What follows belongs to an exercise in optimizing a design on an open flow for small area, a short achievable clock period and few clock cycles; a production flow would make more cautious choices. Only simulation tests tie the RTL to the original design; equivalence was not proved. Power is estimated from default activity; no workload was simulated.

## run 1
## Div
module Div (
    input wire clk,
    input wire reset_total,
    input wire reset_local,
    input wire [31:0] dividend_in,
    input wire [31:0] divisor_in,
    output reg zero_division_flag,
    output wire [31:0] remainder_out,
    output wire [31:0] quotient_out,
    output wire done
);
For scale: roughly 130 I/O pins, roughly 0.010 mm2 of cells after synthesis.
==> flow/config.mk <==
export PLATFORM = sky130hd
export DESIGN_NAME = Div
export DESIGN_NICKNAME = Div
export VERILOG_FILES = /design/flow/design.v
export SDC_FILE = /design/flow/constraint.sdc
export NUM_CORES = 4
export LEC_CHECK = 0
export ABC_AREA = 1
export CAP_MARGIN = 20
export CORE_MARGIN = 2
export CORE_UTILIZATION = 40
export SETUP_SLACK_MARGIN = 2.6
export SLEW_MARGIN = 20
==> flow/constraint.sdc <==
create_clock -name core_clock -period 6.0 [get_ports {clk}]
set_input_delay 1.2000 -clock core_clock [delete_from_list [all_inputs] [get_ports {clk}]]
set_output_delay 1.2000 -clock core_clock [all_outputs]
set_load 0.01 [all_outputs]
standard.sh (not shown) runs the stock make flow with config.mk's settings and CLKGATE_MAP_FILE= SYNTH_SCRIPT=/design/flow/synth_recipe.tcl, a recipe that flattens the netlist after the stock synthesis.
==> flow/flow/run.sh <==
#!/bin/bash
# Standard layout (the standard.sh), with two synthesis choices changed:
# adders keep Yosys's default carry-lookahead mapping instead of the Kogge-Stone
# extra map, and are not turned into half/full adder cells, so ABC maps them.
set -euo pipefail
export ADDER_MAP_FILE=
export SYNTH_OPERATIONS_ARGS=-nordff
bash standard.sh > flow_make.log 2>&1
Testbench counts of run 1, summed over its fixed seeds: cycles 22,792.
What run 2 does differently from run 1 at the input level:
Settings: SETUP_SLACK_MARGIN: 2.6 -> 3.2; CTS_BUF_LIST: unset -> sky130_fd_sc_hd__clkbuf_4 sky130_fd_sc_hd__clkbuf_8; CTS_CLUSTER_SIZE: unset -> 20; CORE_UTILIZATION: 40 -> 65.
==> flow/flow/run.sh <==
#!/bin/bash
# Standard layout (the standard.sh) with these changes:
# - adders keep Yosys's default carry-lookahead mapping instead of the
#   Kogge-Stone extra map, and are not turned into half/full adder cells, so
#   ABC maps them;
# - the port buffers are the smallest buffer cell (repair_timing upsizes the
#   ones on critical paths).
set -euo pipefail
export ADDER_MAP_FILE=
export SYNTH_OPERATIONS_ARGS=-nordff
export BUFFER_PORTS_ARGS="-buffer_cell sky130_fd_sc_hd__buf_1"
bash standard.sh > flow_make.log 2>&1
Notes after the runs:
- Run 2: flow completed, timing, DRC and antenna clean
- From run 1 to run 2, multiplexer share of the synthesized area did not move at all.
- Diff run 1..run 2 | clock net sink count | unchanged
- run$_SDFFE_PP0P_ as the end point of the critical path was reported by run 1, and r[10]$_DFFE_PP_ by run 2.
- Run 2 ended with less clock share of power than run 1.
- Going from run 1 to run 2, clock power lower; worst IR drop on VDD went down about 0.6%; utilization after layout rose 27 points.
The inputs of run 3 differ from those of run 2 as listed below.
Settings: SETUP_SLACK_MARGIN changed from 3.2 to 3.6.
Notes after the runs:
- Run 3 ends up with higher number of setup buffers added after CTS than run 2 does.
- Run 3 failed in global routing (5_1_grt) with DPL-0038.
- Reported for run 3 and run 2, number of synthesized register bits turned out identical to the last digit.
- Reported for run 3 and run 2, synthesized cell count turned out identical to the last digit.
- The clock buffer count from CTS on run 2 is in line with that on run 3.
- Run 2 -> run 3: number of H-tree levels delta 0, exact match
- Number of gates resized after cts: higher on run 3
- Worst setup timing slack at the placement stage, run 3 and run 2: larger value in run 2
- Compared with run 2, run 3 shows a lower routability congestion estimate from global placement.
- From run 2 to run 3, async set-reset flop share out of synthesis did not move at all.
#### Input delta (run 4 over run 3)
Settings: SETUP_SLACK_MARGIN changed from 3.6 to 3.2; CTS_BUF_LIST removed (was sky130_fd_sc_hd__clkbuf_4 sky130_fd_sc_hd__clkbuf_8); CORE_UTILIZATION changed from 65 to 40; CTS_CLUSTER_SIZE removed (was 20).
==> flow/flow/run.sh <==
#!/bin/bash
# Standard layout (the standard.sh), with two synthesis choices changed:
# adders keep Yosys's default carry-lookahead mapping instead of the Kogge-Stone
# extra map, and are not turned into half/full adder cells, so ABC maps them.
set -euo pipefail
export ADDER_MAP_FILE=
export SYNTH_OPERATIONS_ARGS=-nordff
bash standard.sh > flow_make.log 2>&1
Findings:
Run 4: full flow OK, the timing, DRC and antenna checks passed
In run 4, placer's final routability congestion estimate is lower than in run 3.
[compare] base=run 3 new=run 4: share of flip-flops with an asynchronous set or reset after synthesis held steady; total of cells resized after clock tree synthesis shrank by 200.
Per the comparison of run 4 with run 3, share of synthesized cell area in and, or, nand and nor gates level, die width rose about 27%, post-place setup slack decreased 0.10 ns.
Compared with run 3, number of cell rows in run 4 increased by more than a quarter.

==> what the ideal ports hide <==
How much do the figures lean on ideal ports? The routed layouts below were timed once more, with nothing changed but the port constraints. Step 1: set_driving_cell puts a clkbuf_16 on clk and a buf_2 on each other input, an assumption about the parent block. Step 2 times the ports against the registers' clock, not the clock port: input delays grow and output delays shrink by t, the midpoint of the rising clock arrivals with the driver on. Slacks: ideal ports / drivers / drivers and shift; pairs: ideal ports / drivers.
run | shift t [ns] | setup WS [ns] | worst hold slack (ns) | pins driven straight from the clock port
run 1 | 0.477 | 2.639 / 2.666 / 2.189 | 0.546 / 0.546 / 0.546 | 1
run 2 | 0.503 | 3.235 / 3.235 / 2.762 | 0.551 / 0.551 / 0.551 | 1
run 4 | 0.474 | 3.129 / 3.110 / 2.636 | 0.547 / 0.547 / 0.547 | 1
After both steps every run listed still meets setup and hold. For run 4, which loses most, drivers alone change the setup slack by -0.019 ns; drivers and shift together by -0.493 ns.
